What follows belongs to an exercise in optimizing a design on an open flow for small area; a production flow would make more cautious choices. The RTL was checked by simulation tests, not by an equivalence proof against the original design. No activity file was given, so power comes from the tool's default toggle rates.

Design taxi_controller, start of the top module:
module taxi_controller(input clk,               
                       input rst_n,             
                       input key_1,             
                       input key_2,             
                       input key_3,             
                       input key_4,             
                       output wire [31:0] digit,
                       output wire [7:0] LED_G,
                       output wire [7:0] LED_Y,
                       output wire [7:0] LED_R);
Size in the first run: about 750 cells after synthesis, ~62 I/O pins, ~6900 µm² of cells after synthesis.
==> flow/config.mk <==
export PLATFORM = sky130hd
export DESIGN_NAME = taxi_controller
export DESIGN_NICKNAME = taxi_controller
export VERILOG_FILES = /design/flow/design.v
export SDC_FILE = /design/flow/constraint.sdc
export NUM_CORES = 4
export LEC_CHECK = 0
export CAP_MARGIN = 0
export CORE_MARGIN = 2
export CORE_UTILIZATION = 65
export GPL_TIMING_DRIVEN = 0
export SLEW_MARGIN = 0
==> flow/constraint.sdc <==
create_clock -name core_clock -period 10.0 [get_ports {clk}]
set_input_delay 2.0000 -clock core_clock [delete_from_list [all_inputs] [get_ports {clk}]]
set_output_delay 2.0000 -clock core_clock [all_outputs]
set_load 0.01 [all_outputs]
standard.sh (not shown) runs the stock make flow with config.mk's settings and CLKGATE_MAP_FILE= SYNTH_SCRIPT=/design/flow/synth_recipe.tcl, a recipe that flattens the netlist after the stock synthesis.
==> flow/flow/run.sh <==
#!/bin/bash
# Own layout flow: the standard synthesis, then an area-oriented re-mapping
# of the combinational logic between the registers (the registers, their names
# and cell types are left exactly as the standard synthesis made them), then
# the standard layout steps. Each tool's output goes to a log_*.txt here.
set -euo pipefail
W=$PWD
F=$W/flow
R=$W/orfs/results/$FLOW_PLATFORM/taxi_controller/base
LIB=$FLOW_HOME/platforms/$FLOW_PLATFORM/lib/sky130_fd_sc_hd__tt_025C_1v80.lib

# 1. standard synthesis
bash standard.sh synth > $W/log_1_synth_standard.txt 2>&1
cp $R/1_2_yosys.v $W/netlist_standard.v

# 2. re-map the combinational logic for area with each ABC script in remap.abc
#    (one per line); ABC proves each result equivalent (cec); keep the smallest.
DU=""
for c in $(cat $F/dont_use.txt); do DU="$DU -dont_use $c"; done
remap() {
    local i=$1 scr=$2
    { echo -n "write_blif $W/pre_remap_$i.blif; "; echo -n "$scr"; echo "; cec $W/pre_remap_$i.blif"; } > $W/remap_run_$i.abc
    yosys -l $W/log_2_remap_$i.txt -p "
read_liberty -ignore_miss_func $LIB
read_verilog $W/netlist_standard.v
hierarchy -top $FLOW_TOP
blackbox sky130_fd_sc_hd__df* sky130_fd_sc_hd__edf* sky130_fd_sc_hd__sdf* sky130_fd_sc_hd__dl* sky130_fd_sc_hd__conb_1
flatten
opt -purge
abc -liberty $LIB $DU -script $W/remap_run_$i.abc
opt_clean -purge
hilomap -singleton -hicell sky130_fd_sc_hd__conb_1 HI -locell sky130_fd_sc_hd__conb_1 LO
splitnets
opt_clean -purge
rename -enumerate -pattern remap_%
select -assert-none t:\$_* t:\$lut t:\$sop
write_verilog -noattr -nohex -nodec $W/netlist_remap_$i.v
tee -o $W/remap_stat_$i.txt stat -liberty $LIB
" > /dev/null 2>&1 || true
}
i=0
while IFS= read -r scr; do
    [ -z "$scr" ] && continue
    i=$((i+1)); remap $i "$scr" &
    while [ $(jobs -rp | wc -l) -ge ${NUM_CORES:-4} ]; do wait -n || true; done
done < $F/remap.abc
wait
best=""; besta=""
for s in $W/remap_stat_*.txt; do
    i=${s##*_}; i=${i%.txt}
    grep -q "Networks are equivalent" $W/log_2_remap_$i.txt || continue
    [ -s $W/netlist_remap_$i.v ] || continue
    a=$(grep "Chip area" $s | awk '{print $NF}')
    if [ -z "$besta" ] || awk "BEGIN{exit !($a < $besta)}"; then best=$i; besta=$a; fi
done
if [ -n "$best" ]; then
    cp $W/netlist_remap_$best.v $R/1_2_yosys.v
    echo "remapped netlist $best used, area $besta" > $W/remap_used.txt
else
    echo "remap failed: standard netlist kept" > $W/remap_used.txt
fi

# 3. rebuild the synthesis database from the netlist, then the standard layout
#    (the layout steps also avoid the largest buffers, for area)
bash standard.sh synth > $W/log_1_synth_odb.txt 2>&1
bash standard.sh "DONT_USE_CELLS=$(echo $(cat $F/dont_use.txt) $(cat $F/layout_dont_use.txt))" "BUFFER_PORTS_ARGS=-buffer_cell sky130_fd_sc_hd__buf_1" "CTS_ARGS=-sink_clustering_enable -repair_clock_nets -dont_use_dummy_load -buf_list $(cat $F/cts_bufs.txt)" finish > $W/log_3_layout.txt 2>&1
==> flow/flow/layout_dont_use.txt <==
sky130_fd_sc_hd__buf_8 sky130_fd_sc_hd__buf_12 sky130_fd_sc_hd__buf_16 sky130_fd_sc_hd__bufbuf_8 sky130_fd_sc_hd__bufbuf_16 sky130_fd_sc_hd__bufinv_8 sky130_fd_sc_hd__bufinv_16 sky130_fd_sc_hd__clkbuf_16 sky130_fd_sc_hd__inv_12 sky130_fd_sc_hd__inv_16 sky130_fd_sc_hd__clkinv_16
==> flow/flow/remap.abc <==
strash; ifraig; scorr; dc2; strash; &get -n; &synch2; &dch -f; &nf -a -R 1000; &put; mfs2; strash; &get -n; &dch -f; &nf -a -R 1000; &put; topo
strash; dc2; dc2; dc2; strash; &get -n; &synch2; &dch -f; &nf -a -R 1000; &put; mfs2; strash; &get -n; &dch -f; &nf -a -R 1000; &put; topo
strash; &get -n; &deepsyn -S 1 -T 25; &put; strash; &get -n; &dch -f; &nf -a -R 1000; &put; topo
strash; &get -n; &deepsyn -S 2 -T 25; &put; strash; &get -n; &dch -f; &nf -a -R 1000; &put; topo
strash; &get -n; &deepsyn -S 3 -T 25; &put; strash; &get -n; &dch -f; &nf -a -R 1000; &put; topo
strash; &get -n; &deepsyn -S 4 -T 25; &put; strash; &get -n; &dch -f; &nf -a -R 1000; &put; topo
strash; &get -n; &deepsyn -S 5 -T 25; &put; strash; &get -n; &dch -f; &nf -a -R 1000; &put; topo
strash; &get -n; &deepsyn -S 6 -T 25; &put; strash; &get -n; &dch -f; &nf -a -R 1000; &put; topo
strash; &get -n; &deepsyn -S 7 -T 25; &put; strash; &get -n; &dch -f; &nf -a -R 1000; &put; topo
strash; &get -n; &deepsyn -S 8 -T 25; &put; strash; &get -n; &dch -f; &nf -a -R 1000; &put; topo
strash; &get -n; &deepsyn -S 9 -T 25; &put; strash; &get -n; &dch -f; &nf -a -R 1000; &put; topo
strash; &get -n; &deepsyn -S 10 -T 25; &put; strash; &get -n; &dch -f; &nf -a -R 1000; &put; topo
strash; &get -n; &deepsyn -S 11 -T 25; &put; strash; &get -n; &dch -f; &nf -a -R 1000; &put; topo
strash; &get -n; &deepsyn -S 12 -T 25; &put; strash; &get -n; &dch -f; &nf -a -R 1000; &put; topo
strash; &get -n; &deepsyn -S 13 -T 25; &put; strash; &get -n; &dch -f; &nf -a -R 1000; &put; topo
strash; &get -n; &deepsyn -S 14 -T 25; &put; strash; &get -n; &dch -f; &nf -a -R 1000; &put; topo
Other scripts of this flow, unchanged in this note and not shown: flow/flow/cts_bufs.txt, flow/flow/dont_use.txt
Next try:
--- a/flow/flow/run.sh
+++ b/flow/flow/run.sh
@@ -63,4 +63,3 @@
 # 3. rebuild the synthesis database from the netlist, then the standard layout
-#    (the layout steps also avoid the largest buffers, for area)
 bash standard.sh synth > $W/log_1_synth_odb.txt 2>&1
-bash standard.sh "DONT_USE_CELLS=$(echo $(cat $F/dont_use.txt) $(cat $F/layout_dont_use.txt))" "BUFFER_PORTS_ARGS=-buffer_cell sky130_fd_sc_hd__buf_1" "CTS_ARGS=-sink_clustering_enable -repair_clock_nets -dont_use_dummy_load -buf_list $(cat $F/cts_bufs.txt)" finish > $W/log_3_layout.txt 2>&1
+bash standard.sh "BUFFER_PORTS_ARGS=-buffer_cell sky130_fd_sc_hd__buf_1" "CTS_ARGS=-sink_clustering_enable -repair_clock_nets -dont_use_dummy_load -buf_list $(cat $F/cts_bufs.txt)" finish > $W/log_3_layout.txt 2>&1
==> flow/flow/remap.abc (replaced) <==
strash; ifraig; scorr; dc2; strash; &get -n; &synch2; &dch -f; &nf -a -R 1000; &put; mfs2; strash; &get -n; &dch -f; &nf -a -R 1000; &put; topo
strash; &get -n; &deepsyn -S 1 -T 25; &put; strash; &get -n; &dch -f; &nf -a -R 1000; &put; topo
strash; &get -n; &deepsyn -S 2 -T 25; &put; strash; &get -n; &dch -f; &nf -a -R 1000; &put; topo
strash; &get -n; &deepsyn -S 3 -T 25; &put; strash; &get -n; &dch -f; &nf -a -R 1000; &put; topo
strash; &get -n; &deepsyn -S 4 -T 25; &put; strash; &get -n; &dch -f; &nf -a -R 1000; &put; topo
strash; &get -n; &deepsyn -S 5 -T 25; &put; strash; &get -n; &dch -f; &nf -a -R 1000; &put; topo
strash; &get -n; &deepsyn -S 6 -T 25; &put; strash; &get -n; &dch -f; &nf -a -R 1000; &put; topo
strash; &get -n; &deepsyn -S 7 -T 25; &put; strash; &get -n; &dch -f; &nf -a -R 1000; &put; topo
--- a/flow/config.mk
+++ b/flow/config.mk
@@ -9,4 +9,3 @@
 export CORE_MARGIN = 2
-export CORE_UTILIZATION = 65
-export GPL_TIMING_DRIVEN = 0
+export CORE_UTILIZATION = 70
 export SLEW_MARGIN = 0
removed: flow/flow/layout_dont_use.txt
Critical path depth does not change.
Die area goes down by 6.9%.
Setup slack is better by 32 ps.
First-iteration DRC count fell by 4.0%.
Synthesized cell count does not change.
Flip-flop and latch count is unchanged.
Routed wire length went up by about 6%.
Next try:
--- a/flow/flow/run.sh
+++ b/flow/flow/run.sh
@@ -63,3 +63,4 @@
 # 3. rebuild the synthesis database from the netlist, then the standard layout
+#    (the layout steps also avoid the largest buffers, for area)
 bash standard.sh synth > $W/log_1_synth_odb.txt 2>&1
-bash standard.sh "BUFFER_PORTS_ARGS=-buffer_cell sky130_fd_sc_hd__buf_1" "CTS_ARGS=-sink_clustering_enable -repair_clock_nets -dont_use_dummy_load -buf_list $(cat $F/cts_bufs.txt)" finish > $W/log_3_layout.txt 2>&1
+bash standard.sh "DONT_USE_CELLS=$(cat $F/dont_use.txt $F/layout_dont_use.txt | tr '\n' ' ')" "BUFFER_PORTS_ARGS=-buffer_cell sky130_fd_sc_hd__buf_1" "CTS_ARGS=-sink_clustering_enable -repair_clock_nets -dont_use_dummy_load -buf_list $(cat $F/cts_bufs.txt)" finish > $W/log_3_layout.txt 2>&1
==> flow/flow/layout_dont_use.txt (new file) <==
sky130_fd_sc_hd__buf_8 sky130_fd_sc_hd__buf_12 sky130_fd_sc_hd__buf_16 sky130_fd_sc_hd__bufbuf_8 sky130_fd_sc_hd__bufbuf_16 sky130_fd_sc_hd__bufinv_8 sky130_fd_sc_hd__bufinv_16 sky130_fd_sc_hd__clkbuf_16 sky130_fd_sc_hd__inv_12 sky130_fd_sc_hd__inv_16 sky130_fd_sc_hd__clkinv_16
--- a/flow/config.mk
+++ b/flow/config.mk
@@ -10,2 +10,3 @@
 export CORE_UTILIZATION = 70
+export GPL_TIMING_DRIVEN = 0
 export SLEW_MARGIN = 0
Global-route usage falls by 3.5 points.
Wire length is lower by 10%.
Power rose by 0.31%.

-- what the ideal ports hide --
How much do the figures lean on ideal ports? The routed layouts below were timed once more, with nothing changed but the port constraints.
Step 1: set_driving_cell puts a clkbuf_16 on clk and a buf_2 on each other input, an assumption about the parent block.
Step 2 times the ports against the registers' clock, not the clock port: input delays grow and output delays shrink by t, the midpoint of the rising clock arrivals with the driver on.
a / b / c = ideal / step 1 / step 2; a / b = the first two.
| run | t, ns | slack for setup (ns) | cell pins on the clock port's net |
|---|---|---|---|
| the first run | 0.565 | 2.983 / 2.948 / 3.006 | 1 |
| the second run | 0.538 | 3.015 / 2.980 / 3.122 | 1 |
| the third run | 0.535 | 2.805 / 2.777 / 2.981 | 1 |
After both steps every run listed still meets setup and hold.
